Source: an optimization exercise on an open RTL-to-GDS flow (aim: small area and a short achievable clock period). Production flows keep margins and buffers that such runs may drop. Where RTL was checked, it was by simulation tests only, not by an equivalence proof against the original. Only the layout flow was run in runs 1 and 2; the RTL was not checked for function there. Power and IR drop assume default switching activity.

===== flow/design.v =====
module ula_row #(parameter W = 8, parameter STYLE = 0) (
    input  wire [W-1:0] x,
    input  wire [W-1:0] y,
    input  wire         ci,
    output wire [W-1:0] s,
    output wire         co
);
    genvar j, l;
    generate
        if (STYLE == 2) begin : g_op
            assign {co, s} = {1'b0, x} + {1'b0, y} + {{W{1'b0}}, ci};
        end else if (STYLE == 0 || W < 2) begin : g_rip
            wire [W:0] c;
            assign c[0] = ci;
            for (j = 0; j < W; j = j + 1) begin : g_b
                assign s[j] = x[j] ^ y[j] ^ c[j];
                assign c[j+1] = (x[j] & y[j]) | ((x[j] ^ y[j]) & c[j]);
            end
            assign co = c[W];
        end else begin : g_skl
            localparam N = W + 1;
            localparam L = $clog2(N);
            wire [N-1:0] g [0:L];
            wire [N-1:0] p [0:L];
            wire [W-1:0] h = x ^ y;
            assign g[0] = {x & y, ci};
            assign p[0] = {h, 1'b0};
            for (l = 0; l < L; l = l + 1) begin : g_l
                for (j = 0; j < N; j = j + 1) begin : g_n
                    if ((j >> l) & 1) begin : g_c
                        assign g[l+1][j] = g[l][j] | (p[l][j] & g[l][((j >> l) << l) - 1]);
                        assign p[l+1][j] = p[l][j] & p[l][((j >> l) << l) - 1];
                    end else begin : g_p
                        assign g[l+1][j] = g[l][j];
                        assign p[l+1][j] = p[l][j];
                    end
                end
            end
            assign s = h ^ g[L][W-1:0];
            assign co = g[L][W];
        end
    endgenerate
endmodule
module ula_top (
    input wire clk,
    input wire rst,
    input wire [31:0] operand_a,
    input wire [31:0] operand_b,
    input wire [3:0] opcode,
    output reg [31:0] result,
    output wire [1:0] overflow,
    output reg [1:0] compareResult,
    output wire [1:0] errorFlag
);
    parameter K1 = 11;        
    parameter M3 = 6;        
    parameter FASTW = 6;     
    parameter STYLE_FAST = 1;
    localparam ADD = 4'd3, SUB = 4'd4, MUL = 4'd5, DIV = 4'd6, AND = 4'd7,
               OR = 4'd8, SHL = 4'd9, SHR = 4'd10, CMP = 4'd11, NOT = 4'd12;
    genvar i;
    wire [31:0] A = operand_a;
    wire [31:0] B = operand_b;
    wire [3:0] OP = opcode;
    wire big = |B[31:5];
    wire bz = ~|B;
    wire [31:0] oh = 32'd1 << B[4:0];
    wire is_mul = (OP == MUL) | ((OP == SHL) & ~big);
    wire is_div = ((OP == DIV) & ~bz) | ((OP == SHR) & ~big);
    wire is_as  = (OP == ADD) | (OP == SUB);
    wire neg0   = (OP == SUB) | (OP == CMP) | is_div;
    wire [31:0] dv = (OP == SHR) ? oh : B;         
    wire [31:0] mb = (OP == SHL) ? oh : B;         
    wire [31:0] yraw = is_mul ? A : dv;
    wire [31:0] y0 = neg0 ? ~yraw : yraw;
    wire [31:0] hz;
    assign hz[0] = 1'b1;
    generate for (i = 1; i < 32; i = i + 1) begin : g_hz
        assign hz[i] = ~|dv[31:32-i];
    end endgenerate
    wire [31:0] en0 = is_mul ? mb : is_div ? hz : {31'b0, is_as};
    wire [31:0] x0 = ((OP == ADD) | (OP == SUB) | (OP == CMP) | is_div) ? A :
                     (OP == AND) ? (A & B) :
                     (OP == OR)  ? (A | B) :
                     (OP == NOT) ? ~A : 32'b0;
    wire [31:0] xs [0:32];
    wire [31:0] sel;
    wire [31:0] ys [0:32];
    wire [31:0] ens [0:32];
    wire negs [0:32];
    wire divs [0:32];
    reg [31:0] x1, y1, en1;
    reg [K1-1:0] q1;
    reg neg1, div1, cmp1, dz1;
    reg [31:0] x2, y2;
    reg [M3-1:0] en2;
    reg [31-M3:0] q2;
    reg neg2, div2;
    assign xs[32] = x0; assign ys[32] = y0; assign ens[32] = en0;
    assign negs[32] = neg0; assign divs[32] = is_div;
    generate for (i = 31; i >= 0; i = i - 1) begin : g_row
        localparam W = 32 - i;
        wire [31:0] xin = (i == 31 - K1) ? x1 : (i == M3 - 1) ? x2 : xs[i+1];
        wire [31:0] yin = (i == 31 - K1) ? y1 : (i == M3 - 1) ? y2 : ys[i+1];
        wire [31:0] ein = (i == 31 - K1) ? en1 : (i == M3 - 1) ? {{(32-M3){1'b0}}, en2} : ens[i+1];
        wire nin = (i == 31 - K1) ? neg1 : (i == M3 - 1) ? neg2 : negs[i+1];
        wire din = (i == 31 - K1) ? div1 : (i == M3 - 1) ? div2 : divs[i+1];
        wire [W-1:0] s;
        wire co;
        ula_row #(.W(W), .STYLE(W >= FASTW ? STYLE_FAST : 0)) row (
            .x(xin[31:i]), .y(yin[W-1:0]), .ci(nin), .s(s), .co(co));
        assign sel[i] = ein[i] & (co | ~din);
        if (i > 0) begin : g_n
            assign xs[i] = {sel[i] ? s : xin[31:i], xin[i-1:0]};
        end else begin : g_z
            assign xs[i] = sel[i] ? s : xin;
        end
        assign ys[i] = yin; assign ens[i] = ein; assign negs[i] = nin; assign divs[i] = din;
    end endgenerate
    always @(posedge clk) begin
        x1 <= xs[32 - K1];
        y1 <= y0;
        en1 <= en0;
        q1 <= sel[31:32-K1];
        neg1 <= neg0;
        div1 <= is_div;
        cmp1 <= (OP == CMP);
        dz1 <= (OP == DIV) & bz;
    end
    wire eq = &(x1 ^ y1);            
    wire [32:0] cmpd = {1'b0, x1} + {1'b0, y1} + 33'd1;
    wire ge = cmpd[32];
    reg err;
    always @(posedge clk) begin
        if (rst) begin
            x2 <= 32'b0; en2 <= {M3{1'b0}}; div2 <= 1'b0;
        end else if (!cmp1) begin
            x2 <= xs[M3]; y2 <= y1; en2 <= en1[M3-1:0]; q2 <= {q1, sel[31-K1:M3]};
            neg2 <= neg1; div2 <= div1;
        end
        if (rst) compareResult <= 2'b00;
        else if (cmp1) compareResult <= eq ? 2'b00 : ge ? 2'b01 : 2'b10;
        if (rst) err <= 1'b0;
        else if (dz1) err <= 1'b1;
    end
    always @* result = div2 ? {q2, sel[M3-1:0]} : xs[0];
    assign overflow = 2'b00;
    assign errorFlag = {1'b0, err};
endmodule

===== flow/run.sh =====
#!/bin/bash
# synth_recipe.tcl (not shown) runs the flow's synth.tcl, then flattens the netlist and writes it again
# the make line also repeats each setting of config.mk as NAME=value (left out here)
make -C /OpenROAD-flow-scripts/flow DESIGN_CONFIG=/design/flow/config.mk WORK_HOME=/design/flow/orfs CLKGATE_MAP_FILE= SYNTH_SCRIPT=/design/flow/synth_recipe.tcl finish

===== flow/config.mk =====
export PLATFORM = sky130hd
export DESIGN_NAME = ula_top
export DESIGN_NICKNAME = ula_top
export VERILOG_FILES = /design/flow/design.v
export SDC_FILE = /design/flow/constraint.sdc
export NUM_CORES = 4
export LEC_CHECK = 0
export CAP_MARGIN = 20
export CORE_MARGIN = 2
export CORE_UTILIZATION = 50
export SLEW_MARGIN = 20

===== flow/constraint.sdc =====
create_clock -name core_clock -period 80.0 [get_ports {clk}]
set_input_delay 16.0000 -clock core_clock [delete_from_list [all_inputs] [get_ports {clk}]]
set_output_delay 16.0000 -clock core_clock [all_outputs]
set_load 0.01 [all_outputs]

==> results of run 1 <==
==> per-stage QoR <==
step                      instance area, um2  worst slack (ns)   util  std cells  power [mW]
final                                  40500             33.00  0.545       5807       0.943
after global routing                   40500             29.90  0.545       5802        1.02
after CTS                              40500             34.01  0.545       5802       0.932
after detailed placement               39600             34.14  0.533       5758       0.809
after global placement                 39600             35.28  0.533       5758       0.808
after floorplan                        37400             43.19      -       4782       0.633
==> cells in the mapped netlist (14+ instances only) <==
cell / number
sky130_fd_sc_hd__o22a_1: 26
sky130_fd_sc_hd__nor4_1: 16
sky130_fd_sc_hd__a311oi_1: 14
sky130_fd_sc_hd__nand2_1: 396
sky130_fd_sc_hd__o22ai_1: 46
sky130_fd_sc_hd__o21ai_0: 276
sky130_fd_sc_hd__and2_1: 37
sky130_fd_sc_hd__inv_1: 205
sky130_fd_sc_hd__fa_1: 127
sky130_fd_sc_hd__o21bai_1: 47
sky130_fd_sc_hd__mux2i_1: 70
sky130_fd_sc_hd__a221oi_1: 18
sky130_fd_sc_hd__ha_1: 515
sky130_fd_sc_hd__nor3_1: 109
sky130_fd_sc_hd__a31oi_1: 60
sky130_fd_sc_hd__dfxtp_1: 142
sky130_fd_sc_hd__nor2b_1: 48
sky130_fd_sc_hd__o21a_1: 77
sky130_fd_sc_hd__nand2b_1: 78
sky130_fd_sc_hd__mux2_2: 98
sky130_fd_sc_hd__edfxtp_1: 59
sky130_fd_sc_hd__a21boi_0: 21
sky130_fd_sc_hd__a21o_1: 185
sky130_fd_sc_hd__nand3_1: 86
sky130_fd_sc_hd__xor2_1: 138
sky130_fd_sc_hd__a211oi_1: 79
sky130_fd_sc_hd__or2_2: 30
sky130_fd_sc_hd__and3_1: 35
sky130_fd_sc_hd__a31o_2: 18
sky130_fd_sc_hd__nor2_1: 476
sky130_fd_sc_hd__o31ai_1: 44
sky130_fd_sc_hd__o211ai_1: 61
sky130_fd_sc_hd__buf_1: 24
sky130_fd_sc_hd__buf_2: 27
sky130_fd_sc_hd__or3_1: 37
sky130_fd_sc_hd__clkbuf_1: 106
sky130_fd_sc_hd__a211o_1: 22
sky130_fd_sc_hd__nand4_1: 36
sky130_fd_sc_hd__xnor2_1: 213
sky130_fd_sc_hd__a21oi_1: 386
sky130_fd_sc_hd__o221ai_1: 15
==> sequential cells by signal, indices dropped and copies added (netlist names) <==
signal	flops
q2	26
q1	11
compareResult	2
y1	32
en1	21
neg2	1
div2	1
err	1
div1	1
en2	6
dz1	1
x2	32
cmp1	1
x1	32
y2	32
neg1	1
==> cell type report <==
class	count	area (um2)
repair buffers	177	1590
diodes	5	12.5
multi-input cells	4193	31400
clock buffers	32	691
clock inverters	12	160
inverters	218	818
well taps	969	1210
fillers	7210	33800
flip-flops and latches	201	4620
==> cells in the final DEF, fill, tap and decap left out, drive strengths merged, types with 48 or more instances in the layout <==
master	count
xor2	138
a31oi	62
nand3	87
o21ai	290
edfxtp	59
fa	127
nor2	478
xnor2	213
ha	515
a21o	185
o211ai	61
dfxtp	142
inv	220
mux2	99
clkdlybuf4s50	104
nand2b	78
a211oi	79
buf	73
nor2b	48
nor3	110
mux2i	70
a21oi	388
nand2	396
o21a	77
==> worst max-delay path: cells and delay by family (launching register included) <==
kind	cells	cell delay, ns
compound gates	84	25.18
buf+inv	27	8.09
simple gates	30	6.87
fa+ha+maj	16	5.03
mux	3	1.18
flops	1	0.30
==> metal layers <==
layer	track usage	wire length, um
met5	0	71
met3	0.0456	11000
met4	0.104	4450
met2	0.544	59700
met1	0.499	63100
==> how the worst min path moves through the flow <==
stage / start / end / slack [ns] / cells after the start
after global routing: q1[8] / q2[23] / 0.40 / 0
after CTS: q1[10] / q2[25] / 0.40 / 0
after floorplan: q1[0] / q2[15] / 0.39 / 0
after global placement: q1[2] / q2[17] / 0.39 / 0
after detailed placement: q1[8] / q2[23] / 0.39 / 0
final: q1[8] / q2[23] / 0.40 / 0
==> report_power, final <==
group	switching, mW	total [mW]	leakage, nW	internal [mW]
Combinational	0.402	0.691	16.5	0.289
Sequential	0.0169	0.133	1.77	0.116
Clock	0.0501	0.118	0.416	0.0684
Total	0.469	0.943	18.7	0.474
==> kinds of logic after synthesis <==
logic type	after synthesis	synth area share
AO/OA/AOI/OAI	1576	0.281
AND/OR/NAND/NOR	1452	0.183
adder cells (fa/ha/maj)	642	0.240
buffers and inverters	388	0.0412
XOR/XNOR	351	0.0822
flip-flops	201	0.123
multiplexers	169	0.0486
other	1	0.000100
==> metrics.yaml, run 1 <==
cells_and_area:
  drive_gt1_frac: 0.0691
  flow.area_growth_from_synthesis_pct: 8.23
  final_nets: 5527
floorplan:
  dieArea_um2: 77000
  initial_core_util: 0.503
  rows: 100
  placeableCoreArea_um2: 74300
  floorplan.die.width_um: 278
  die-height_um: 278
  design.portCount: 108
clock_tree:
  h-tree-depth: 1
  cts_tree: "yes"
  cts_made_buffers: 24
  clk_pin_slew_worst_paths_ns: 0.06
  cts_root_buffer: "sky130_fd_sc_hd__clkbuf_16"
  cts_buffer_depth: 3
  cts_resized: 0
  clock-sinks: 201
  ctsHoldBuffers: 0
  post-cts-setup-buffer-count: 0
  worstSkewPairLatency_ns: 0.58
sta:
  final_min_period_over_clock_period: 0.588
  hold_viol: 0
  fin_hold_ws_ns: 0.399
  setup_viol: 0
  final_sum_of_negative_setup_slack_ns: 0
  layout_min_cycle_time_ns: 47.00
  timing.max_slew.rel_slack: 0.275
  slew_violations: 0
  worst-slew-pin-transition_ns: 1.07
  clock_skew_ns: 0.0403
  unrepaired_setup_endpoints_after_global_routing: "no"
  max_freq_ghz: 0.0213
synthesis:
  synth-seq-area-share: 0.123
  synthDistinctLibCells: 110
  synth.top_cell.area_share: 0.172
  yosys_warnings: 28
  synth.ff_latch_count: 201
  synth_top_cells_by_area: "sky130_fd_sc_hd__ha_1 17%, sky130_fd_sc_hd__dfxtp_1 7.6%, sky130_fd_sc_hd__fa_1 6.8%"
  synth_edf_count: 59
  synthesis.area_per_instance_um2: 7.83
  async_flop_share: 0
  synth_largest_area_cell: "sky130_fd_sc_hd__ha_1"
  synth_cell_area_um2: 37400
  count_of_mapped_cells_out_of_synthesis: 4780
  synth_flop_cell: "sky130_fd_sc_hd__dfxtp_1"
detailed_routing:
  detail_route.wirelength_um: 138000
  drc_violation_total_after_the_first_tritonroute_iteration: 3568
  drt-pass1-iter-count: 6
  detail-route-antenna-nets: 0
  drc_errors: 0
  via_per_inst: 6.40
  vias: 37100
  routed_length_per_instance_um: 23.8
grt:
  global_route_wire_length_before_repair_um: 210000
  grt_antenna_before_repair: 7
  maximum_number_of_pins_on_one_net_before_global_route_repair: 77
  track_usage: 0.349
  grt_overflow_total: 0
  vias_in_the_first_global_route: 34300
setup_path:
  rr_endpoint: "x2[14]"
  cp.arrival_ns: 47.44
  worst_setup_path_endpoint: "x2[14]"
  worstSetupPathType: "flip-flop to flip-flop"
  cp_startpoint_kind: "flip-flop"
  reg_to_reg_critical_path_startpoint: "y1[9]"
  path_max_fanout: 31
  critPathMostFrequentCell: "sky130_fd_sc_hd__ha_1"
  setup.reg_to_reg.worst_slack_ns: 33.00
  timing.critical_path.to_type: "flip-flop"
  standard_cell_with_the_maximum_stage_delay_on_the_critical_path: "sky130_fd_sc_hd__a221oi_1"
  cp-startpoint: "y1[9]"
  worstRegToRegCells: 160
  cp_slowest_stage_delay_ns: 0.97
  worstPathRequired_ns: 80.43
run_status:
  outcome: "complete, no violations"
place:
  port_buffers: 104
  hpwl_um: 110000
  place_congestion: 0.990
power:
  worst_ir_drop_vdd_uv: 18.2
  power.static_leakage_nw: 18.7
  power.density_cell_area_nw_per_um2: 23.3
flow_run:
  timing.max_cap.violations: 0
min_path:
  worstHoldPathType: "flip-flop to flip-flop"
==> run 2, diff against run 1 <==
--- a/flow/design.v
+++ b/flow/design.v
@@ -127,23 +127,30 @@
         cmp1 <= (OP == CMP);
         dz1 <= (OP == DIV) & bz;
     end
-    wire eq = &(x1 ^ y1);            
-    wire [32:0] cmpd = {1'b0, x1} + {1'b0, y1} + 33'd1;
-    wire ge = cmpd[32];
+    wire [31:0] cp = x1 ^ y1;
+    wire [32:0] cc;
+    assign cc[0] = 1'b1;
+    generate for (i = 0; i < 32; i = i + 1) begin : g_cmp
+        assign cc[i+1] = cp[i] ? cc[i] : x1[i];
+    end endgenerate
+    wire eq = &cp;
+    wire ge = cc[32];
+    wire [31:0] res;
     reg err;
     always @(posedge clk) begin
-        if (rst) begin
-            x2 <= 32'b0; en2 <= {M3{1'b0}}; div2 <= 1'b0;
-        end else if (!cmp1) begin
-            x2 <= xs[M3]; y2 <= y1; en2 <= en1[M3-1:0]; q2 <= {q1, sel[31-K1:M3]};
-            neg2 <= neg1; div2 <= div1;
-        end
+        x2 <= rst ? 32'b0 : cmp1 ? res : xs[M3];
+        en2 <= (rst | cmp1) ? {M3{1'b0}} : en1[M3-1:0];
+        div2 <= ~(rst | cmp1) & div1;
+        y2 <= y1;
+        q2 <= {q1, sel[31-K1:M3]};
+        neg2 <= neg1;
         if (rst) compareResult <= 2'b00;
         else if (cmp1) compareResult <= eq ? 2'b00 : ge ? 2'b01 : 2'b10;
         if (rst) err <= 1'b0;
         else if (dz1) err <= 1'b1;
     end
-    always @* result = div2 ? {q2, sel[M3-1:0]} : xs[0];
+    assign res = div2 ? {q2, sel[M3-1:0]} : xs[0];
+    always @* result = res;
     assign overflow = 2'b00;
     assign errorFlag = {1'b0, err};
 endmodule
==> flow/flow/run.sh (new file) <==
#!/bin/bash
set -euo pipefail
bash standard.sh SETUP_SLACK_MARGIN=44 finish > standard_make.log 2>&1
==> flow/standard.sh (new file) <==
#!/bin/bash
# synth_recipe.tcl (not shown) runs the flow's synth.tcl, then flattens the netlist and writes it again
# the make line also repeats each setting of config.mk as NAME=value (left out here)
make -C /OpenROAD-flow-scripts/flow DESIGN_CONFIG=/design/flow/config.mk WORK_HOME=/design/flow/orfs CLKGATE_MAP_FILE= SYNTH_SCRIPT=/design/flow/synth_recipe.tcl "${@:-finish}"
--- a/flow/config.mk
+++ b/flow/config.mk
@@ -5,6 +5,7 @@
 export SDC_FILE = /design/flow/constraint.sdc
 export NUM_CORES = 4
 export LEC_CHECK = 0
+export ABC_AREA = 1
 export CAP_MARGIN = 20
 export CORE_MARGIN = 2
 export CORE_UTILIZATION = 50
removed: flow/run.sh
==> metrics.yaml, run 2 <==
flow_run:
  timing.max_cap.violations: 0
sta:
  final_sum_of_negative_setup_slack_ns: 0
  worst-slew-pin-transition_ns: 1.23
  slew_violations: 0
  hold_viol: 0
  clock_skew_ns: 0.0313
  unrepaired_setup_endpoints_after_global_routing: "no"
  setup_slack_ns: 45.40
  timing.max_slew.rel_slack: 0.175
  layout_min_cycle_time_ns: 34.60
  max_freq_ghz: 0.0289
  setup_viol: 0
  final_min_period_over_clock_period: 0.433
power:
  sequential_group_share_of_total_power: 0.143
  power.switching_mw: 0.460
  worst_ir_drop_vdd_uv: 21.5
  share_comb_of_total_power: 0.716
  power.static_leakage_nw: 22.5
  power.density_cell_area_nw_per_um2: 21.2
  switching_share: 0.516
  cell_internal_pwr_mw: 0.431
  pwr-share-clk: 0.141
grt:
  grt_antenna_before_repair: 7
  grt_overflow_total: 0
  track_usage: 0.348
  global_route_wire_length_before_repair_um: 204000
  vias_in_the_first_global_route: 35200
  maximum_number_of_pins_on_one_net_before_global_route_repair: 79
synthesis:
  synth_top_cells_by_count: "1,773 x sky130_fd_sc_hd__nand2_1, 679 x sky130_fd_sc_hd__nand3_1, 603 x sky130_fd_sc_hd__inv_1"
  synth-seq-area-share: 0.110
  synth_top_cells_by_area: "sky130_fd_sc_hd__nand2_1 18%, sky130_fd_sc_hd__ha_1 17%, sky130_fd_sc_hd__dfxtp_1 11%"
  synth.ff_latch_count: 201
  synthesis.area_per_instance_um2: 6.32
  synth_largest_area_cell: "sky130_fd_sc_hd__nand2_1"
  synth_flop_cell: "sky130_fd_sc_hd__dfxtp_1"
  synth.top_cell.area_share: 0.182
  synth_most_common_cell: "sky130_fd_sc_hd__nand2_1"
  synth_edf_count: 0
  synth_cell_area_um2: 36500
  synthDistinctLibCells: 70
  count_of_mapped_cells_out_of_synthesis: 5785
  async_flop_share: 0
  yosys_warnings: 28
place:
  place_congestion: 0.984
  pre_cts_ws_ns: 35.33
  hpwl_um: 104000
  port_buffers: 104
  dp_cells: 6750
cells_and_area:
  final_nets: 6673
  diodes: 0
  drive_gt1_frac: 0.115
  num-fill-cells: 7280
  flow.area_growth_from_synthesis_pct: 15.3
  layout_commonest_cell: "sky130_fd_sc_hd__nand2_1"
  mostFrequentLayoutCells: "1,739 x sky130_fd_sc_hd__nand2_1, 663 x sky130_fd_sc_hd__nand3_1, 587 x sky130_fd_sc_hd__inv_1"
  post_layout_nonfiller_instances: 6970
floorplan:
  placeableCoreArea_um2: 72700
  rows: 99
  floorplan.die.width_um: 274
  design.portCount: 108
  initial_core_util: 0.503
  dieArea_um2: 75300
  die-height_um: 274
setup_path:
  critPathMostFrequentCell: "sky130_fd_sc_hd__nand2_1"
  cp_slowest_stage_delay_ns: 0.41
  standard_cell_with_the_maximum_stage_delay_on_the_critical_path: "sky130_fd_sc_hd__fa_1"
  timing.critical_path.to_type: "flip-flop"
  worstPathRequired_ns: 80.43
  reg_to_reg_critical_path_startpoint: "y1[3]"
  cp.arrival_ns: 35.03
  setup.reg_to_reg.worst_slack_ns: 46.80
  worstSetupPathType: "primary input to flip-flop"
  cp-startpoint: "opcode[3]"
  cp_startpoint_kind: "primary input"
  path_max_fanout: 12
detailed_routing:
  drc_violation_total_after_the_first_tritonroute_iteration: 3815
  detail_route.wirelength_um: 139000
  drc_errors: 0
  detail-route-antenna-nets: 0
  vias: 39500
  route.met2.wl_um: 60400
  topmost_layer_with_routed_signal_wires: "met4"
  wl_met1_um: 62500
  drt-pass1-iter-count: 9
  routed_length_per_instance_um: 19.9
  via_per_inst: 5.67
  met3WireLength_um: 11500
clock_tree:
  cts_buffer_depth: 3
  h-tree-depth: 1
  clock-sinks: 201
  clk_pin_slew_worst_paths_ns: 0.06
  cts_made_buffers: 25
  cts_tree: "yes"
  cts_root_buffer: "sky130_fd_sc_hd__clkbuf_16"
  ctsHoldBuffers: 0
  worstSkewPairLatency_ns: 0.58
min_path:
  min-delay-start: "q1[0]"
  worstHoldPathType: "flip-flop to flip-flop"
run_status:
  outcome: "complete, no violations"
run 2: power groups by stage:
stage	logic, mW	clock network [mW]	registers (mW)
3_5_place_dp	0.599	0	0.128
3_3_place_gp	0.598	0	0.128
4_1_cts	0.607	0.127	0.126
2_1_floorplan	0.446	0	0.126
6_report	0.639	0.126	0.127
5_1_grt	0.717	0.131	0.128
run 2: logic make-up (layout without fill, tap and decap cells):
| group | count (synthesis) | count (layout) | share of synthesized area |
|---|---|---|---|
| AND/OR/NAND/NOR | 3085 | 3104 | 0.372 |
| AO/OA/AOI/OAI | 823 | 823 | 0.132 |
| buffers and inverters | 793 | 998 | 0.0863 |
| adder cells (fa/ha/maj) | 611 | 611 | 0.235 |
| XOR/XNOR | 271 | 271 | 0.0649 |
| flip-flops | 201 | 201 | 0.110 |
| other | 1 | 3 | 0.000103 |
run 2: timing repair:
action | CTS | global route
hold endpoints to repair | 0 | 0
pin swaps | 7 | 55
endpoints found under the setup margin | 73 | 72
cloned | 10 | 22
resized for setup | 103 | 254
buffers inserted | 17 | 125
run 2: per-stage QoR:
step                       util  hold WS, ns  area [um2]  power, mW
after global placement    0.529        0.311       38500      0.727
after detailed placement  0.529        0.312       38500      0.727
after floorplan               -        0.310       36600      0.573
after global routing      0.579        0.331       42100      0.976
final                     0.579        0.327       42100      0.892
after CTS                 0.549        0.331       39900      0.860
run 2: critical path: cells and delay by family:
family	cells	cell delay, ns
simple gates	72	7.94
xor+xnor	2	0.30
fa+ha+maj	17	5.30
buf+inv	17	1.88
compound gates	23	3.54
run 2: final cells by class:
| class | instances | area, um2 | share of cell area |
|---|---|---|---|
| Clock buffer | 28 | 667 | 0.0158 |
| Clock inverter | 18 | 236 | 0.00561 |
| Inverter | 641 | 2580 | 0.0613 |
| Multi-Input combinational cell | 4812 | 30400 | 0.722 |
| Sequential cell | 201 | 4040 | 0.0958 |
| Tap cell | 959 | 1200 | 0.0285 |
| Timing Repair Buffer | 303 | 2920 | 0.0693 |
| Timing Repair inverter | 8 | 50.0 | 0.00119 |
run 2: final timing paths:
check | cells past startpoint | endpoint
hold reg to reg | 0 | q2[15]
setup / recovery | 131 | x1[25]
hold / removal | 0 | q2[15]
setup reg to reg | 252 | x2[25]
run 2: routing by layer:
| metal | track usage | vias up |
|---|---|---|
| met1 | 0.498 | 18200 |
| met4 | 0.0881 | 0 |
| met5 | 0 | - |
| met2 | 0.553 | 1539 |
| met3 | 0.0422 | 209 |
| li1 | - | 19600 |
==> run 3, diff against run 2 <==
--- a/flow/design.v
+++ b/flow/design.v
@@ -19,7 +19,7 @@
             assign co = c[W];
         end else begin : g_skl
             localparam N = W + 1;
-            localparam L = $clog2(N);
+            localparam L = (N <= 2) ? 1 : (N <= 4) ? 2 : (N <= 8) ? 3 : (N <= 16) ? 4 : (N <= 32) ? 5 : 6;
             wire [N-1:0] g [0:L];
             wire [N-1:0] p [0:L];
             wire [W-1:0] h = x ^ y;
==> metrics.yaml, run 3 <==
clock_tree:
  clk_pin_slew_worst_paths_ns: 0.06
  cts_root_buffer: "sky130_fd_sc_hd__clkbuf_16"
  cts_buffer_depth: 3
  cts_tree: "yes"
  h-tree-depth: 1
  clock-sinks: 201
  cts_made_buffers: 25
  worstSkewPairLatency_ns: 0.58
synthesis:
  synth_most_common_cell: "sky130_fd_sc_hd__nand2_1"
  synth.top_cell.area_share: 0.182
  synthXorXnorAreaFrac: 0.0649
  async_flop_share: 0
  synthesis.area_per_instance_um2: 6.32
  combinational_family_with_the_most_area_after_synthesis: "simple AND/OR/NAND/NOR gates"
  synth.ff_latch_count: 201
  synth_cell_area_um2: 36500
  count_of_mapped_cells_out_of_synthesis: 5785
  post_synth_simple_gate_area: 0.372
  synth_largest_area_cell: "sky130_fd_sc_hd__nand2_1"
  yosys_warnings: 28
  synth_flop_cell: "sky130_fd_sc_hd__dfxtp_1"
  synth_edf_count: 0
  synth.area.mux_share: 0
  synth_top_cells_by_area: "sky130_fd_sc_hd__nand2_1 18%, sky130_fd_sc_hd__ha_1 17%, sky130_fd_sc_hd__dfxtp_1 11%"
  synth_top_cells_by_count: "1,773 x sky130_fd_sc_hd__nand2_1, 679 x sky130_fd_sc_hd__nand3_1, 603 x sky130_fd_sc_hd__inv_1"
  yosys.area_share.adder: 0.235
  synth-seq-area-share: 0.110
  synth_compound_area_frac: 0.132
  synthDistinctLibCells: 70
sta:
  final_min_period_over_clock_period: 0.433
  layout_min_cycle_time_ns: 34.60
  fin_hold_ws_ns: 0.327
  slew_violations: 0
  max_freq_ghz: 0.0289
  hold_viol: 0
  clock_skew_ns: 0.0313
  timing.max_slew.rel_slack: 0.175
  unrepaired_setup_endpoints_after_global_routing: "no"
  worst-slew-pin-transition_ns: 1.23
  final_sum_of_negative_setup_slack_ns: 0
  setup_viol: 0
grt:
  global_route_wire_length_before_repair_um: 204000
  maximum_number_of_pins_on_one_net_before_global_route_repair: 79
  grt_antenna_before_repair: 7
  track_usage: 0.348
  vias_in_the_first_global_route: 35200
  grt_overflow_total: 0
cells_and_area:
  num-fill-cells: 7280
  flow.area_growth_from_synthesis_pct: 15.3
  diodes: 0
  mostFrequentLayoutCells: "1,739 x sky130_fd_sc_hd__nand2_1, 663 x sky130_fd_sc_hd__nand3_1, 587 x sky130_fd_sc_hd__inv_1"
  final_nets: 6673
  drive_gt1_frac: 0.115
  layout.area.seq_um2: 4040
  finish.instance_area_um2: 42100
  multi_input_gate_area_in_the_final_layout_um2: 30400
  post_layout_nonfiller_instances: 6970
  layout_commonest_cell: "sky130_fd_sc_hd__nand2_1"
setup_path:
  cp.arrival_ns: 35.03
  worstSetupPathType: "primary input to flip-flop"
  critPathMostFrequentCell: "sky130_fd_sc_hd__nand2_1"
  rr_endpoint: "x2[25]"
  cp_startpoint_kind: "primary input"
  timing.critical_path.to_type: "flip-flop"
  worstRegToRegCells: 252
  reg_to_reg_critical_path_startpoint: "y1[3]"
  setup.reg_to_reg.worst_slack_ns: 46.80
  worstPathRequired_ns: 80.43
  path_max_fanout: 12
  cp_slowest_stage_delay_ns: 0.41
  standard_cell_with_the_maximum_stage_delay_on_the_critical_path: "sky130_fd_sc_hd__fa_1"
detailed_routing:
  routed_length_per_instance_um: 19.9
  drc_violation_total_after_the_first_tritonroute_iteration: 3815
  via_per_inst: 5.67
  detail-route-antenna-nets: 0
  drt-pass1-iter-count: 9
  drc_errors: 0
  detail_route.wirelength_um: 139000
  vias: 39500
floorplan:
  placeableCoreArea_um2: 72700
  initial_core_util: 0.503
  rows: 99
  floorplan.die.width_um: 274
  dieArea_um2: 75300
  die-height_um: 274
  design.portCount: 108
flow_run:
  timing.max_cap.violations: 0
place:
  place_congestion: 0.984
  hpwl_um: 104000
  placed_area_um2: 38500
  dp_cells: 6750
  port_buffers: 104
power:
  power.density_cell_area_nw_per_um2: 21.2
  power.static_leakage_nw: 22.5
  power_mw: 0.892
  worst_ir_drop_vdd_uv: 21.5
min_path:
  min_delay_worst_endpoint: "q2[15]"
  min-delay-start: "q1[0]"
  timing.hold.worst_path_depth: 0
  worstHoldPathType: "flip-flop to flip-flop"
run_status:
  outcome: "complete, no violations"
run 3: per-stage QoR:
stage           util  setup slack (ns)
2_1_floorplan      -             46.24
3_3_place_gp   0.529             36.71
3_5_place_dp   0.529             35.33
4_1_cts        0.549             44.02
5_1_grt        0.579             43.60
6_report       0.579             45.40
run 3: worst max-delay path: cells and delay by family:
kind | cells | cell delay, ns
simple gates | 72 | 7.94
xor+xnor | 2 | 0.30
fa+ha+maj | 17 | 5.30
buf+inv | 17 | 1.88
compound gates | 23 | 3.54
run 3: power by group:
group,internal [mW],leakage [nW],switching (mW),total (mW)
registers,0.111,1.66,0.0164,0.127
logic,0.247,20.4,0.392,0.639
clock network,0.0741,0.436,0.0520,0.126
run 3: area by class of cell:
type	count	share of cell area
sequential	201	0.0958
timing repair buffer	303	0.0693
clock buffer	28	0.0158
inverter	641	0.0613
timing repair inverter	8	0.00119
multi-input combinational	4812	0.722
tap	959	0.0285
clock inverter	18	0.00561
run 3: repair_timing:
item / CTS / global route
gates cloned: 10 / 22
resized for setup: 103 / 254
hold buffers: 0 / 0
buffers inserted: 17 / 125
endpoints found under the setup margin: 73 / 72
pin swaps: 7 / 55
run 3: logic make-up after synthesis:
logic type / Yosys count
AO/OA/AOI/OAI: 823
XOR/XNOR: 271
adder cells (fa/ha/maj): 611
buffers and inverters: 793
flip-flops: 201
other: 1
AND/OR/NAND/NOR: 3085
run 3: routing by layer:
metal,vias up,GRT usage,share of wire
li1,19600,-,-
met1,18200,0.498,0.45
met2,1539,0.553,0.44
met3,209,0.0422,0.083
met4,0,0.0881,0.031
met5,-,0,0
run 3: worst max path at each step:
stage / startpoint / endpoint / slack, ns / depth (start not counted)
6_report: opcode[3] / x1[25] / 45.40 / 131
5_1_grt: neg1 / x2[25] / 43.60 / 263
3_5_place_dp: neg1 / x2[7] / 35.33 / 271
3_3_place_gp: neg1 / x2[7] / 36.71 / 268
4_1_cts: operand_b[2] / x1[21] / 44.02 / 130
2_1_floorplan: operand_b[26] / x1[29] / 46.24 / 119
==> run 4, diff against run 3 <==
--- a/flow/design.v
+++ b/flow/design.v
@@ -54,7 +54,7 @@
 );
     parameter K1 = 11;        
     parameter M3 = 6;        
-    parameter FASTW = 6;     
+    parameter FASTW = 2;     
     parameter STYLE_FAST = 1;
     localparam ADD = 4'd3, SUB = 4'd4, MUL = 4'd5, DIV = 4'd6, AND = 4'd7,
                OR = 4'd8, SHL = 4'd9, SHR = 4'd10, CMP = 4'd11, NOT = 4'd12;
==> flow/flow/run.sh (replaced) <==
#!/bin/bash
set -euo pipefail
bash standard.sh SETUP_SLACK_MARGIN=46 finish > standard_make.log 2>&1
--- a/flow/config.mk
+++ b/flow/config.mk
@@ -8,5 +8,5 @@
 export ABC_AREA = 1
 export CAP_MARGIN = 20
 export CORE_MARGIN = 2
-export CORE_UTILIZATION = 50
+export CORE_UTILIZATION = 60
 export SLEW_MARGIN = 20
==> metrics.yaml, run 4 <==
cells_and_area:
  final_nets: 6713
  diodes: 0
  layout.area.seq_um2: 4030
  finish.instance_area_um2: 43100
  drive_gt1_frac: 0.134
  num-fill-cells: 5273
  final_util: 0.717
  multi_input_gate_area_in_the_final_layout_um2: 31000
  flow.area_growth_from_synthesis_pct: 18.7
  post_layout_nonfiller_instances: 6828
  mostFrequentLayoutCells: "1,683 x sky130_fd_sc_hd__nand2_1, 662 x sky130_fd_sc_hd__nand3_1, 550 x sky130_fd_sc_hd__inv_1"
  layout_commonest_cell: "sky130_fd_sc_hd__nand2_1"
place:
  dp_cells: 6574
  placed_area_um2: 38200
  place_congestion: 1.06
  port_buffers: 104
  hpwl_um: 98900
  pre_cts_ws_ns: 38.32
synthesis:
  combinational_family_with_the_most_area_after_synthesis: "simple AND/OR/NAND/NOR gates"
  synth.top_cell.area_share: 0.184
  yosys.area_share.adder: 0.237
  post_synth_simple_gate_area: 0.371
  yosys_warnings: 32
  synthXorXnorAreaFrac: 0.0675
  synth_most_common_cell: "sky130_fd_sc_hd__nand2_1"
  synth.area.mux_share: 0.00110
  synth_top_cells_by_count: "1,780 x sky130_fd_sc_hd__nand2_1, 680 x sky130_fd_sc_hd__nand3_1, 569 x sky130_fd_sc_hd__inv_1"
  count_of_mapped_cells_out_of_synthesis: 5777
  async_flop_share: 0
  synth_largest_area_cell: "sky130_fd_sc_hd__nand2_1"
  synth_top_cells_by_area: "sky130_fd_sc_hd__nand2_1 18%, sky130_fd_sc_hd__ha_1 17%, sky130_fd_sc_hd__dfxtp_1 11%"
  synth-seq-area-share: 0.111
  synth_flop_cell: "sky130_fd_sc_hd__dfxtp_1"
  synth_compound_area_frac: 0.132
  synth.ff_latch_count: 201
  synthesis.area_per_instance_um2: 6.29
  synthDistinctLibCells: 66
  synth_cell_area_um2: 36300
  synth_edf_count: 0
floorplan:
  design.portCount: 108
  rows: 90
  floorplan.die.width_um: 250
  placeableCoreArea_um2: 60100
  dieArea_um2: 62500
  die-height_um: 250
  initial_core_util: 0.604
sta:
  timing.max_slew.rel_slack: 0.245
  unrepaired_setup_endpoints_after_global_routing: "no"
  final_sum_of_negative_setup_slack_ns: 0
  worst-slew-pin-transition_ns: 1.12
  setup_viol: 0
  clock_skew_ns: 0.0478
  fin_hold_ws_ns: 0.325
  max_freq_ghz: 0.0301
  final_min_period_over_clock_period: 0.415
  hold_viol: 0
  slew_violations: 0
  setup_slack_ns: 46.82
  layout_min_cycle_time_ns: 33.18
setup_path:
  reg_to_reg_critical_path_startpoint: "y1[5]"
  standard_cell_with_the_maximum_stage_delay_on_the_critical_path: "sky130_fd_sc_hd__clkdlybuf4s50_1"
  cp_startpoint_kind: "flip-flop"
  worstRegToRegCells: 274
  worstPathRequired_ns: 64.00
  rr_endpoint: "x2[29]"
  cp.arrival_ns: 17.18
  setup.reg_to_reg.worst_slack_ns: 47.93
  path_max_fanout: 29
  cp_slowest_stage_delay_ns: 0.55
  critPathMostFrequentCell: "sky130_fd_sc_hd__nand2_1"
  timing.critical_path.to_type: "output pin"
  worstSetupPathType: "flip-flop to output pin"
clock_tree:
  cts_buffer_depth: 3
  clock-sinks: 201
  worstSkewPairLatency_ns: 0.57
  cts_root_buffer: "sky130_fd_sc_hd__clkbuf_16"
  clk_pin_slew_worst_paths_ns: 0.06
  cts_tree: "yes"
  cts_made_buffers: 25
  h-tree-depth: 1
grt:
  grt_antenna_before_repair: 6
  track_usage: 0.406
  global_route_wire_length_before_repair_um: 201000
  vias_in_the_first_global_route: 36300
  grt_overflow_total: 0
  maximum_number_of_pins_on_one_net_before_global_route_repair: 42
power:
  power.static_leakage_nw: 22.7
  power_mw: 0.898
  power.density_cell_area_nw_per_um2: 20.8
  worst_ir_drop_vdd_uv: 13.0
detailed_routing:
  via_per_inst: 6.01
  routed_length_per_instance_um: 19.8
  vias: 41000
  drc_violation_total_after_the_first_tritonroute_iteration: 4481
  drc_errors: 0
  drt-pass1-iter-count: 8
  detail_route.wirelength_um: 135000
  detail-route-antenna-nets: 0
min_path:
  worstHoldPathType: "flip-flop to flip-flop"
  min_delay_worst_endpoint: "q2[23]"
  timing.hold.worst_path_depth: 0
  min-delay-start: "q1[8]"
flow_run:
  timing.max_cap.violations: 0
run_status:
  outcome: "complete, no violations"
## run 4: changes by cell type after synthesis, sizes merged, moves of 8 or more
| cell | before | now |
|---|---|---|
| nand2 | 1805 | 1792 |
| buf | 90 | 56 |
| or2 | 149 | 163 |
| xnor2 | 110 | 132 |
| ha | 484 | 492 |
| nor2 | 243 | 228 |
| xor2 | 161 | 147 |
| nand3 | 698 | 686 |
| clkbuf | 62 | 100 |
| o21bai | 15 | 23 |
| inv | 630 | 591 |
| nor3 | 28 | 46 |
## run 4: layout make-up
class | instances | area share
Clock inverter | 18 | 0.00519
Inverter | 598 | 0.0555
Multi-Input combinational cell | 4836 | 0.720
Timing Repair Buffer | 360 | 0.0874
Clock buffer | 27 | 0.0149
Sequential cell | 201 | 0.0936
Timing Repair inverter | 6 | 0.000871
Tap cell | 782 | 0.0227
## run 4: how the worst max path moves through the flow
stage                       from  depth (start not counted)         to
finish                      neg2                        109  result[2]
global route               y1[5]                        278     x2[26]
CTS                         neg1                        272     x2[30]
detailed placement         y1[2]                        268      x2[7]
global placement           y1[2]                        265      x2[7]
floorplan           operand_b[1]                        112     x1[29]
## run 4: cells by family after synthesis
group / after synthesis
and+or+nand+nor: 3088
AOI/OAI and AO/OA: 835
buffers and inverters: 754
adders and majority gates: 615
xor gates and xnor gates: 279
DFF: 201
muxes: 4
other: 1
## run 4: critical path: cells and delay by family (launching register included)
kind / cells / cell delay [ns]
flip-flops: 1 / 0.39
AND/OR/NAND/NOR: 53 / 5.41
buffers and inverters: 14 / 2.77
AO/OA/AOI/OAI: 35 / 5.60
adder cells (fa/ha/maj): 7 / 2.37
## run 4: what timing repair did
action	4_1_cts	5_1_grt
setup endpoints to repair	73	72
gates cloned	19	15
gates resized for setup	189	370
hold buffers	0	0
pin swaps	23	96
setup buffers	50	125
## run 4: power by group
group	leakage (nW)	internal (mW)	switching, mW	total (mW)
clock network	0.423	0.0698	0.0525	0.122
registers	1.66	0.111	0.0162	0.127
logic	20.7	0.256	0.393	0.649
total	22.7	0.437	0.461	0.898
## run 4: layer usage
metal,wire [um],GRT usage
met2,57300,0.626
met5,23,0
met3,15300,0.0793
met1,55800,0.551
met4,7070,0.175
==> run 5, diff against run 4 <==
--- a/flow/design.v
+++ b/flow/design.v
@@ -65,10 +65,11 @@
     wire big = |B[31:5];
     wire bz = ~|B;
     wire [31:0] oh = 32'd1 << B[4:0];
-    wire is_mul = (OP == MUL) | ((OP == SHL) & ~big);
-    wire is_div = ((OP == DIV) & ~bz) | ((OP == SHR) & ~big);
+    wire is_mul = (OP == MUL) | (OP == SHL);
+    wire is_div = (OP == DIV) | (OP == SHR);
     wire is_as  = (OP == ADD) | (OP == SUB);
     wire neg0   = (OP == SUB) | (OP == CMP) | is_div;
+    wire zero0  = ((OP == DIV) & bz) | (((OP == SHL) | (OP == SHR)) & big);
     wire [31:0] dv = (OP == SHR) ? oh : B;         
     wire [31:0] mb = (OP == SHL) ? oh : B;         
     wire [31:0] yraw = is_mul ? A : dv;
@@ -76,7 +77,7 @@
     wire [31:0] hz;
     assign hz[0] = 1'b1;
     generate for (i = 1; i < 32; i = i + 1) begin : g_hz
-        assign hz[i] = ~|dv[31:32-i];
+        assign hz[i] = (OP == SHR) ? (B[4:0] <= 31 - i) : ~|B[31:32-i];
     end endgenerate
     wire [31:0] en0 = is_mul ? mb : is_div ? hz : {31'b0, is_as};
     wire [31:0] x0 = ((OP == ADD) | (OP == SUB) | (OP == CMP) | is_div) ? A :
@@ -91,7 +92,7 @@
     wire divs [0:32];
     reg [31:0] x1, y1, en1;
     reg [K1-1:0] q1;
-    reg neg1, div1, cmp1, dz1;
+    reg neg1, div1, cmp1, dz1, zero1;
     reg [31:0] x2, y2;
     reg [M3-1:0] en2;
     reg [31-M3:0] q2;
@@ -126,6 +127,7 @@
         div1 <= is_div;
         cmp1 <= (OP == CMP);
         dz1 <= (OP == DIV) & bz;
+        zero1 <= zero0;
     end
     wire [31:0] cp = x1 ^ y1;
     wire [32:0] cc;
@@ -138,9 +140,9 @@
     wire [31:0] res;
     reg err;
     always @(posedge clk) begin
-        x2 <= rst ? 32'b0 : cmp1 ? res : xs[M3];
-        en2 <= (rst | cmp1) ? {M3{1'b0}} : en1[M3-1:0];
-        div2 <= ~(rst | cmp1) & div1;
+        x2 <= (rst | zero1) ? 32'b0 : cmp1 ? res : xs[M3];
+        en2 <= (rst | cmp1 | zero1) ? {M3{1'b0}} : en1[M3-1:0];
+        div2 <= ~(rst | cmp1 | zero1) & div1;
         y2 <= y1;
         q2 <= {q1, sel[31-K1:M3]};
         neg2 <= neg1;
==> metrics.yaml, run 5 <==
run_status:
  outcome: "complete, no violations"
min_path:
  timing.hold.worst_path_depth: 0
  min-delay-start: "q1[2]"
  min_delay_worst_endpoint: "q2[17]"
  worstHoldPathType: "flip-flop to flip-flop"
synthesis:
  yosys.area_share.adder: 0.236
  synth.top_cell.area_share: 0.174
  synth_cell_area_um2: 36600
  async_flop_share: 0
  post_synth_simple_gate_area: 0.352
  synth-seq-area-share: 0.111
  synth_largest_area_cell: "sky130_fd_sc_hd__nand2_1"
  synthDistinctLibCells: 76
  synth_compound_area_frac: 0.146
  synth_flop_cell: "sky130_fd_sc_hd__dfxtp_1"
  synthesis.area_per_instance_um2: 6.33
  combinational_family_with_the_most_area_after_synthesis: "simple AND/OR/NAND/NOR gates"
  synthXorXnorAreaFrac: 0.0676
  yosys_warnings: 32
  count_of_mapped_cells_out_of_synthesis: 5775
  synth_most_common_cell: "sky130_fd_sc_hd__nand2_1"
  synth.area.mux_share: 0
  synth.ff_latch_count: 202
  synth_top_cells_by_area: "sky130_fd_sc_hd__nand2_1 17%, sky130_fd_sc_hd__ha_1 17%, sky130_fd_sc_hd__dfxtp_1 11%"
  synth_top_cells_by_count: "1,690 x sky130_fd_sc_hd__nand2_1, 653 x sky130_fd_sc_hd__nand3_1, 623 x sky130_fd_sc_hd__inv_1"
  synth_edf_count: 0
floorplan:
  initial_core_util: 0.607
  die-height_um: 251
  design.portCount: 108
  dieArea_um2: 62900
  floorplan.die.width_um: 251
  rows: 90
  placeableCoreArea_um2: 60200
grt:
  maximum_number_of_pins_on_one_net_before_global_route_repair: 65
  global_route_wire_length_before_repair_um: 201000
  vias_in_the_first_global_route: 36500
  track_usage: 0.404
  grt_overflow_total: 0
  grt_antenna_before_repair: 5
sta:
  fin_hold_ws_ns: 0.324
  hold_viol: 0
  setup_viol: 0
  timing.max_slew.rel_slack: 0.320
  slew_violations: 0
  final_min_period_over_clock_period: 0.412
  worst-slew-pin-transition_ns: 1.02
  layout_min_cycle_time_ns: 32.95
  clock_skew_ns: 0.0180
  final_sum_of_negative_setup_slack_ns: 0
  unrepaired_setup_endpoints_after_global_routing: "no"
  max_freq_ghz: 0.0304
detailed_routing:
  via_per_inst: 5.98
  drc_violation_total_after_the_first_tritonroute_iteration: 3962
  drt-pass1-iter-count: 9
  routed_length_per_instance_um: 19.8
  detail-route-antenna-nets: 0
  detail_route.wirelength_um: 135000
  vias: 40800
  drc_errors: 0
clock_tree:
  worstSkewPairLatency_ns: 0.57
  cts_buffer_depth: 3
  clk_pin_slew_worst_paths_ns: 0.07
  cts_made_buffers: 24
  cts_root_buffer: "sky130_fd_sc_hd__clkbuf_16"
  clock-sinks: 202
  ctsHoldBuffers: 0
  h-tree-depth: 1
  cts_tree: "yes"
setup_path:
  cp_slowest_stage_delay_ns: 0.49
  worstSetupPathType: "flip-flop to output pin"
  worstPathRequired_ns: 64.00
  path_max_fanout: 35
  cp.arrival_ns: 16.95
  worstRegToRegCells: 254
  setup.reg_to_reg.worst_slack_ns: 48.19
  timing.critical_path.to_type: "output pin"
  rr_endpoint: "x2[30]"
  reg_to_reg_critical_path_startpoint: "y1[11]"
  cpLargestDelayFamily: "simple AND/OR/NAND/NOR gates"
  cp_startpoint_kind: "flip-flop"
  critPathMostFrequentCell: "sky130_fd_sc_hd__nand2_1"
  crit_path_buf_inv_count: 13
  standard_cell_with_the_maximum_stage_delay_on_the_critical_path: "sky130_fd_sc_hd__clkdlybuf4s50_1"
  worst-path-stages: 113
place:
  place_congestion: 1.02
  placed_area_um2: 38300
  port_buffers: 104
  hpwl_um: 98500
cells_and_area:
  flow.area_growth_from_synthesis_pct: 17.0
  layout_commonest_cell: "sky130_fd_sc_hd__nand2_1"
  num-fill-cells: 5315
  layout.area.seq_um2: 4060
  diodes: 0
  finish.instance_area_um2: 42700
  final_nets: 6707
  multi_input_gate_area_in_the_final_layout_um2: 30900
  mostFrequentLayoutCells: "1,604 x sky130_fd_sc_hd__nand2_1, 636 x sky130_fd_sc_hd__nand3_1, 604 x sky130_fd_sc_hd__inv_1"
  drive_gt1_frac: 0.136
  final_util: 0.710
power:
  power_mw: 1.27
  power.static_leakage_nw: 22.4
  power.density_cell_area_nw_per_um2: 29.7
  worst_ir_drop_vdd_uv: 25.9
flow_run:
  timing.max_cap.violations: 0
run 5: cell types whose count changed after synthesis, moves of 12 or more:
| cell | before | now |
|---|---|---|
| sky130_fd_sc_hd__nand2_1 | 1780 | 1690 |
| sky130_fd_sc_hd__inv_1 | 569 | 623 |
| sky130_fd_sc_hd__a21oi_1 | 302 | 347 |
| sky130_fd_sc_hd__nand3_1 | 680 | 653 |
| sky130_fd_sc_hd__xor2_1 | 147 | 172 |
| sky130_fd_sc_hd__buf_2 | 28 | 49 |
| sky130_fd_sc_hd__clkbuf_1 | 100 | 79 |
| sky130_fd_sc_hd__xnor2_1 | 131 | 110 |
| sky130_fd_sc_hd__nand4_1 | 52 | 32 |
| sky130_fd_sc_hd__nor2_1 | 227 | 244 |
| sky130_fd_sc_hd__o211ai_1 | 25 | 40 |
| sky130_fd_sc_hd__o21ai_2 | 4 | 16 |
run 5: per-layer routing:
metal | routed length [um] | track usage | up-vias
met5 | 55 | 0 | -
met4 | 6960 | 0.171 | 8
met3 | 15000 | 0.0880 | 395
met2 | 56700 | 0.619 | 2037
met1 | 56100 | 0.549 | 18700
li1 | - | - | 19700
run 5: report_power, final:
part	switching, mW	internal [mW]	total (mW)
Clock	0.0504	0.0720	0.122
Combinational	0.617	0.398	1.01
Sequential	0.0200	0.115	0.135
Total	0.687	0.584	1.27
run 5: what timing repair did:
action	in CTS	in global routing
pin swaps	25	89
cloned	23	17
resized for setup	155	339
setup buffers	41	135
endpoints found under the setup margin	73	72
run 5: worst register-to-register path, delay by kind of cell (launching register included):
kind	cells	cell delay, ns
adder cells (fa/ha/maj)	18	5.54
XOR/XNOR	1	0.14
buffers and inverters	27	3.46
AND/OR/NAND/NOR	173	16.74
flip-flops	1	0.30
AO/OA/AOI/OAI	35	5.63
run 5: cells by family after synthesis:
kind of cell,count (synthesis)
adder cells (fa/ha/maj),615
XOR/XNOR,282
flip-flops,202
AO/OA/AOI/OAI,908
buffers and inverters,816
other,1
AND/OR/NAND/NOR,2951
run 5: stage by stage:
stage	std cells	setup WS (ns)
after floorplan	5777	47.20
after global placement	6562	38.23
after detailed placement	6562	36.58
after CTS	6670	46.02
after global routing	6822	45.40
final	6822	47.05
run 5: worst max path at each step:
stage / from / endpoint
after global placement: y1[2] / x2[27]
after floorplan: opcode[2] / x1[28]
after CTS: neg2 / result[20]
final: x2[7] / result[17]
after detailed placement: y1[2] / x2[27]
after global routing: y1[11] / x2[28]
run 5: final cells by class:
class / count / area share
well taps: 782 / 0.0229
clock inverters: 16 / 0.00544
flip-flops and latches: 202 / 0.0950
repair inverters: 8 / 0.00123
multi-input cells: 4786 / 0.722
inverters: 660 / 0.0614
repair buffers: 340 / 0.0767
clock buffers: 28 / 0.0151
==> run 6, diff against run 5 <==
==> flow/flow/run.sh (replaced) <==
#!/bin/bash
set -euo pipefail
bash standard.sh SETUP_SLACK_MARGIN=47 cts > standard_make_cts.log 2>&1
bash standard.sh SETUP_SLACK_MARGIN=46 finish > standard_make_finish.log 2>&1
==> metrics.yaml, run 6 <==
clock_tree:
  cts_tree: "yes"
  worstSkewPairLatency_ns: 0.57
  h-tree-depth: 1
  cts_made_buffers: 24
  cts_root_buffer: "sky130_fd_sc_hd__clkbuf_16"
  clk_pin_slew_worst_paths_ns: 0.07
  clock-sinks: 202
  cts_buffer_depth: 3
synthesis:
  synthesis.area_per_instance_um2: 6.33
  synth_top_cells_by_area: "sky130_fd_sc_hd__nand2_1 17%, sky130_fd_sc_hd__ha_1 17%, sky130_fd_sc_hd__dfxtp_1 11%"
  synth_flop_cell: "sky130_fd_sc_hd__dfxtp_1"
  synth_cell_area_um2: 36600
  async_flop_share: 0
  synth_most_common_cell: "sky130_fd_sc_hd__nand2_1"
  yosys_warnings: 32
  synthDistinctLibCells: 76
  count_of_mapped_cells_out_of_synthesis: 5775
  synth.top_cell.area_share: 0.174
  synth_top_cells_by_count: "1,690 x sky130_fd_sc_hd__nand2_1, 653 x sky130_fd_sc_hd__nand3_1, 623 x sky130_fd_sc_hd__inv_1"
  synth-seq-area-share: 0.111
  synth_edf_count: 0
  synth.ff_latch_count: 202
  synth_largest_area_cell: "sky130_fd_sc_hd__nand2_1"
min_path:
  min-delay-start: "q1[2]"
  timing.hold.worst_path_depth: 0
  worstHoldPathType: "flip-flop to flip-flop"
  min_delay_worst_endpoint: "q2[17]"
setup_path:
  reg_to_reg_critical_path_startpoint: "x1[26]"
  cp_startpoint_kind: "flip-flop"
  path_max_fanout: 35
  timing.critical_path.to_type: "output pin"
  critPathMostFrequentCell: "sky130_fd_sc_hd__nand2_1"
  rr_endpoint: "x2[29]"
  worstSetupPathType: "flip-flop to output pin"
  worstPathRequired_ns: 64.00
  standard_cell_with_the_maximum_stage_delay_on_the_critical_path: "sky130_fd_sc_hd__clkdlybuf4s50_1"
  worstRegToRegCells: 251
  cp_slowest_stage_delay_ns: 0.53
  cp.arrival_ns: 17.00
  setup.reg_to_reg.worst_slack_ns: 48.47
grt:
  grt_most_used_layer: "met2"
  global_route_wire_length_before_repair_um: 206000
  globalRouteMet3Util: 0.0860
  track_usage: 0.414
  grt.met2_usage: 0.635
  grt_antenna_before_repair: 6
  vias_in_the_first_global_route: 37200
  maximum_number_of_pins_on_one_net_before_global_route_repair: 65
  grt_overflow_total: 0
  globalRouteMet1Util: 0.559
flow_run:
  timing.max_cap.violations: 0
cells_and_area:
  flow.area_growth_from_synthesis_pct: 16.8
  final_nets: 6701
  multi_input_gate_area_in_the_final_layout_um2: 30800
  num-fill-cells: 5365
  mostFrequentLayoutCells: "1,602 x sky130_fd_sc_hd__nand2_1, 633 x sky130_fd_sc_hd__nand3_1, 607 x sky130_fd_sc_hd__inv_1"
  layout.area.seq_um2: 4060
  drive_gt1_frac: 0.135
  layout_commonest_cell: "sky130_fd_sc_hd__nand2_1"
place:
  place_congestion: 1.02
  port_buffers: 104
  hpwl_um: 98500
floorplan:
  rows: 90
  initial_core_util: 0.607
  design.portCount: 108
  floorplan.die.width_um: 251
  die-height_um: 251
  dieArea_um2: 62900
  placeableCoreArea_um2: 60200
sta:
  hold_viol: 0
  fin_hold_ws_ns: 0.323
  layout_min_cycle_time_ns: 33.00
  final_min_period_over_clock_period: 0.412
  slew_violations: 0
  clock_skew_ns: 0.0124
  worst-slew-pin-transition_ns: 0.881
  max_freq_ghz: 0.0303
  final_sum_of_negative_setup_slack_ns: 0
  unrepaired_setup_endpoints_after_global_routing: "no"
  setup_viol: 0
  timing.max_slew.rel_slack: 0.412
detailed_routing:
  drt-pass1-iter-count: 9
  detail-route-antenna-nets: 0
  via_per_inst: 5.99
  drc_violation_total_after_the_first_tritonroute_iteration: 4055
  routed_length_per_instance_um: 19.9
  detail_route.wirelength_um: 135000
  vias: 40900
  drc_errors: 0
power:
  power.static_leakage_nw: 22.2
  worst_ir_drop_vdd_uv: 23.7
  power.density_cell_area_nw_per_um2: 29.8
run_status:
  outcome: "complete, no violations"
[run 6: cell counts after synthesis]
Identical to the previous run, type by type.
[run 6: metal layers]
metal  part of all wire  vias up
met3               0.12      436
met1               0.41    18700
met4              0.054        6
met2               0.42     2099
li1                   -    19700
met5            0.00030        -
[run 6: through the flow]
step	instances	total power, mW	setup WS, ns	cell area, um2	utilization
after floorplan	5777	0.830	47.20	36600	-
after global placement	6562	1.04	38.23	38300	0.636
after detailed placement	6562	1.05	36.58	38300	0.636
after CTS	6725	1.20	47.00	41100	0.682
after global routing	6816	1.39	45.65	42700	0.709
final	6817	1.27	47.00	42700	0.709
[run 6: cell families (layout without fill, tap and decap cells)]
family	after synthesis	after routing	share of synthesized area
compound gates	908	910	0.146
xor+xnor	282	282	0.0676
fa+ha+maj	615	615	0.236
buf+inv	816	1048	0.0879
flops	202	202	0.111
other cells	1	4	0.000103
simple gates	2951	2974	0.352
[run 6: layout make-up]
cell class,count,area share
inverters,660,0.0616
repair inverters,9,0.00138
clock inverters,16,0.00545
well taps,782,0.0229
multi-input cells,4784,0.722
diodes,1,0.0000586
flip-flops and latches,202,0.0951
repair buffers,335,0.0760
clock buffers,28,0.0151
[run 6: how the worst max path moves through the flow]
| stage | startpoint | to | cells after the start | slack [ns] |
|---|---|---|---|---|
| CTS | operand_b[29] | x1[22] | 128 | 47.00 |
| floorplan | opcode[2] | x1[28] | 121 | 47.20 |
| detailed placement | y1[2] | x2[27] | 265 | 36.58 |
| global placement | y1[2] | x2[27] | 265 | 38.23 |
| global route | x1[26] | x2[26] | 276 | 45.65 |
| finish | x2[7] | result[3] | 111 | 47.00 |
[run 6: timing repair]
item,in CTS,in global routing
pin swaps,50,87
resized for setup,263,231
setup endpoints to repair,74,66
cloned,32,9
buffers inserted,87,82
hold buffers,0,0
[run 6: critical path: cells and delay by family, from the launching register on]
kind | cells | cell delay, ns
compound gates | 35 | 5.67
fa+ha+maj | 7 | 2.12
buf+inv | 15 | 2.65
flops | 1 | 0.35
simple gates | 54 | 5.47
[run 6: where the power goes]
group	total, mW	leakage [nW]	switching, mW	internal [mW]
logic	1.01	20.1	0.616	0.398
clock network	0.123	0.425	0.0510	0.0720
registers	0.135	1.68	0.0199	0.115
total	1.27	22.2	0.687	0.584
==> run 7, diff against run 6 <==
--- a/flow/design.v
+++ b/flow/design.v
@@ -70,16 +70,15 @@
     wire is_as  = (OP == ADD) | (OP == SUB);
     wire neg0   = (OP == SUB) | (OP == CMP) | is_div;
     wire zero0  = ((OP == DIV) & bz) | (((OP == SHL) | (OP == SHR)) & big);
-    wire [31:0] dv = (OP == SHR) ? oh : B;         
-    wire [31:0] mb = (OP == SHL) ? oh : B;         
-    wire [31:0] yraw = is_mul ? A : dv;
+    wire [31:0] bv = ((OP == SHL) | (OP == SHR)) ? oh : B;
+    wire [31:0] yraw = is_mul ? A : bv;
     wire [31:0] y0 = neg0 ? ~yraw : yraw;
     wire [31:0] hz;
     assign hz[0] = 1'b1;
     generate for (i = 1; i < 32; i = i + 1) begin : g_hz
         assign hz[i] = (OP == SHR) ? (B[4:0] <= 31 - i) : ~|B[31:32-i];
     end endgenerate
-    wire [31:0] en0 = is_mul ? mb : is_div ? hz : {31'b0, is_as};
+    wire [31:0] en0 = is_mul ? bv : is_div ? hz : {31'b0, is_as};
     wire [31:0] x0 = ((OP == ADD) | (OP == SUB) | (OP == CMP) | is_div) ? A :
                      (OP == AND) ? (A & B) :
                      (OP == OR)  ? (A | B) :
==> flow/flow/run.sh (replaced) <==
#!/bin/bash
set -euo pipefail
bash standard.sh SETUP_SLACK_MARGIN=46 finish > standard_make.log 2>&1
==> metrics.yaml, run 7 <==
detailed_routing:
  via_per_inst: 5.95
  detail-route-antenna-nets: 0
  routed_length_per_instance_um: 20.2
  detail_route.wirelength_um: 136000
  drc_errors: 0
  drt-pass1-iter-count: 7
  vias: 40200
  drc_violation_total_after_the_first_tritonroute_iteration: 4425
floorplan:
  floorplan.die.width_um: 251
  die-height_um: 251
  design.portCount: 108
  rows: 90
  dieArea_um2: 63000
  initial_core_util: 0.606
  placeableCoreArea_um2: 60400
sta:
  slew_violations: 0
  max_freq_ghz: 0.0301
  clock_skew_ns: 0.0441
  setup_slack_ns: 46.82
  final_min_period_over_clock_period: 0.415
  fin_hold_ws_ns: 0.326
  worst-slew-pin-transition_ns: 1.10
  timing.max_slew.rel_slack: 0.263
  layout_min_cycle_time_ns: 33.18
  hold_viol: 0
  unrepaired_setup_endpoints_after_global_routing: "yes"
  final_sum_of_negative_setup_slack_ns: 0
  setup_viol: 0
clock_tree:
  cts_buffer_depth: 3
  worstSkewPairLatency_ns: 0.61
  h-tree-depth: 1
  clock-sinks: 202
  cts_made_buffers: 26
  cts_tree: "yes"
  clk_pin_slew_worst_paths_ns: 0.06
  ctsHoldBuffers: 0
  cts_root_buffer: "sky130_fd_sc_hd__clkbuf_16"
grt:
  grt_antenna_before_repair: 4
  global_route_wire_length_before_repair_um: 201000
  maximum_number_of_pins_on_one_net_before_global_route_repair: 57
  grt_overflow_total: 0
  track_usage: 0.408
  vias_in_the_first_global_route: 35000
synthesis:
  synth_flop_cell: "sky130_fd_sc_hd__dfxtp_1"
  synth_most_common_cell: "sky130_fd_sc_hd__nand2_1"
  synth_largest_area_cell: "sky130_fd_sc_hd__ha_1"
  synthesis.area_per_instance_um2: 6.42
  synth_top_cells_by_area: "sky130_fd_sc_hd__ha_1 17%, sky130_fd_sc_hd__nand2_1 17%, sky130_fd_sc_hd__dfxtp_1 11%"
  count_of_mapped_cells_out_of_synthesis: 5701
  synth.top_cell.area_share: 0.168
  synth_top_cells_by_count: "1,637 x sky130_fd_sc_hd__nand2_1, 639 x sky130_fd_sc_hd__inv_1, 638 x sky130_fd_sc_hd__nand3_1"
  synth-seq-area-share: 0.111
  synth_edf_count: 0
  synth.ff_latch_count: 202
  yosys_warnings: 32
  synthDistinctLibCells: 80
  synth_cell_area_um2: 36600
  async_flop_share: 0
place:
  place_congestion: 1.06
  hpwl_um: 101000
  port_buffers: 104
  pre_cts_ws_ns: 38.89
power:
  worst_ir_drop_vdd_uv: 19.8
  power.static_leakage_nw: 22.4
  power.density_cell_area_nw_per_um2: 28.2
setup_path:
  setup.reg_to_reg.worst_slack_ns: 48.09
  worstPathRequired_ns: 64.00
  cp_startpoint_kind: "flip-flop"
  cp.arrival_ns: 17.18
  critPathMostFrequentCell: "sky130_fd_sc_hd__nand2_1"
  path_max_fanout: 29
  cp_slowest_stage_delay_ns: 0.45
  rr_endpoint: "x2[23]"
  timing.critical_path.to_type: "output pin"
  reg_to_reg_critical_path_startpoint: "y1[2]"
  worstRegToRegCells: 258
  worstSetupPathType: "flip-flop to output pin"
  standard_cell_with_the_maximum_stage_delay_on_the_critical_path: "sky130_fd_sc_hd__fa_1"
min_path:
  worstHoldPathType: "flip-flop to flip-flop"
  min_delay_worst_endpoint: "q2[18]"
  min-delay-start: "q1[3]"
  timing.hold.worst_path_depth: 0
cells_and_area:
  layout_commonest_cell: "sky130_fd_sc_hd__nand2_1"
  num-fill-cells: 5365
  flow.area_growth_from_synthesis_pct: 16.1
  final_nets: 6632
  mostFrequentLayoutCells: "1,561 x sky130_fd_sc_hd__nand2_1, 624 x sky130_fd_sc_hd__nand3_1, 623 x sky130_fd_sc_hd__inv_1"
  drive_gt1_frac: 0.136
flow_run:
  timing.max_cap.violations: 0
run_status:
  outcome: "complete, no violations"
==> run 7: worst max path at each step <==
stage / startpoint / slack [ns] / endpoint
2_1_floorplan: opcode[2] / 47.59 / x1[22]
3_5_place_dp: y1[1] / 38.89 / x2[27]
3_3_place_gp: y1[1] / 40.44 / x2[13]
4_1_cts: neg1 / 46.00 / x2[21]
6_report: neg2 / 46.82 / result[10]
5_1_grt: y1[0] / 45.26 / x2[29]
==> run 7: cell families (layout without fill, tap and decap cells) <==
group / count (synthesis) / after routing / synth area share
compound gates: 881 / 881 / 0.143
buf+inv: 819 / 1060 / 0.0924
other cells: 1 / 6 / 0.000102
xor+xnor: 278 / 278 / 0.0666
fa+ha+maj: 615 / 615 / 0.236
flops: 202 / 202 / 0.111
mux: 5 / 5 / 0.00137
simple gates: 2900 / 2923 / 0.351
==> run 7: cell type report <==
class / count / area (um2) / share of cell area
flip-flops and latches: 202 / 4060 / 0.0955
clock inverters: 20 / 200 / 0.00471
repair buffers: 332 / 3200 / 0.0754
inverters: 673 / 2690 / 0.0634
diodes: 3 / 7.51 / 0.000177
well taps: 782 / 978 / 0.0230
repair inverters: 7 / 43.8 / 0.00103
multi-input cells: 4705 / 30600 / 0.721
clock buffers: 28 / 678 / 0.0160
==> run 7: worst max-delay path: cells and delay by family (launching register included) <==
kind,cells,cell delay (ns)
and+or+nand+nor,61,6.16
buffers and inverters,13,2.32
AOI/OAI and AO/OA,33,5.25
adders and majority gates,7,2.36
DFF,1,0.39
==> run 7: repair_timing <==
action / CTS / global route
gates resized for setup: 124 / 327
setup buffers: 29 / 139
pin swaps: 17 / 86
cloned: 21 / 17
endpoints found under the setup margin: 73 / 72
==> run 7: per-layer routing <==
metal,part of all wire,track usage,vias to the layer above
met5,0,0,-
met4,0.052,0.152,0
met3,0.12,0.0802,415
met2,0.41,0.613,2122
met1,0.42,0.577,18300
li1,-,-,19400
==> run 7: where the power goes <==
| part | switching (mW) | leakage, nW | internal (mW) | total [mW] |
|---|---|---|---|---|
| registers | 0.0204 | 1.67 | 0.114 | 0.135 |
| clock network | 0.0552 | 0.427 | 0.0666 | 0.122 |
| logic | 0.577 | 20.3 | 0.366 | 0.943 |
==> run 7: per-stage QoR <==
stage,instance area [um2],power [mW],std cells,util
global placement,38200,0.976,6495,0.633
finish,42500,1.20,6752,0.704
detailed placement,38200,0.986,6495,0.633
floorplan,36600,0.777,5703,-
CTS,40000,1.12,6593,0.662
global route,42500,1.31,6749,0.704

## afterwards: timing with drivers on the ports
In the flow no input, the clock included, has a driving cell. The finished layouts below were timed again as built, in two steps.
Step 1 sets driving cells, clkbuf_16 on the clock port and buf_2 on the other inputs (assumed; they add their load-dependent delay and slew).
Step 2 times the ports against the registers' clock, not the clock port: input delays grow and output delays shrink by t, the midpoint of the rising clock arrivals with the driver on.
Slacks: no drivers / after step 1 / after step 2; pairs: no drivers / after step 1.
run | t, ns | setup slack, ns | worst setup path after step 2 | clock arrival spread, ns | worst slew at a driven data input, ns
run 1 | 0.623 | 32.996 / 32.996 / 32.996 | register to register | 0.041 / 0.041 | 0.05
run 2 | 0.632 | 45.399 / 45.346 / 44.816 | input to register | 0.032 / 0.032 | 0.05
run 3 | 0.632 | 45.399 / 45.346 / 44.816 | input to register | 0.032 / 0.032 | 0.05
run 4 | 0.611 | 46.824 / 46.762 / 46.351 | input to register | 0.049 / 0.049 | 0.04
run 5 | 0.619 | 47.053 / 46.993 / 46.493 | input to register | 0.018 / 0.019 | 0.06
run 6 | 0.621 | 47.002 / 46.942 / 46.519 | input to register | 0.013 / 0.013 | 0.06
run 7 | 0.646 | 46.823 / 46.763 / 46.597 | input to register | 0.047 / 0.046 | 0.08
After both steps setup and hold are still met in every run listed.
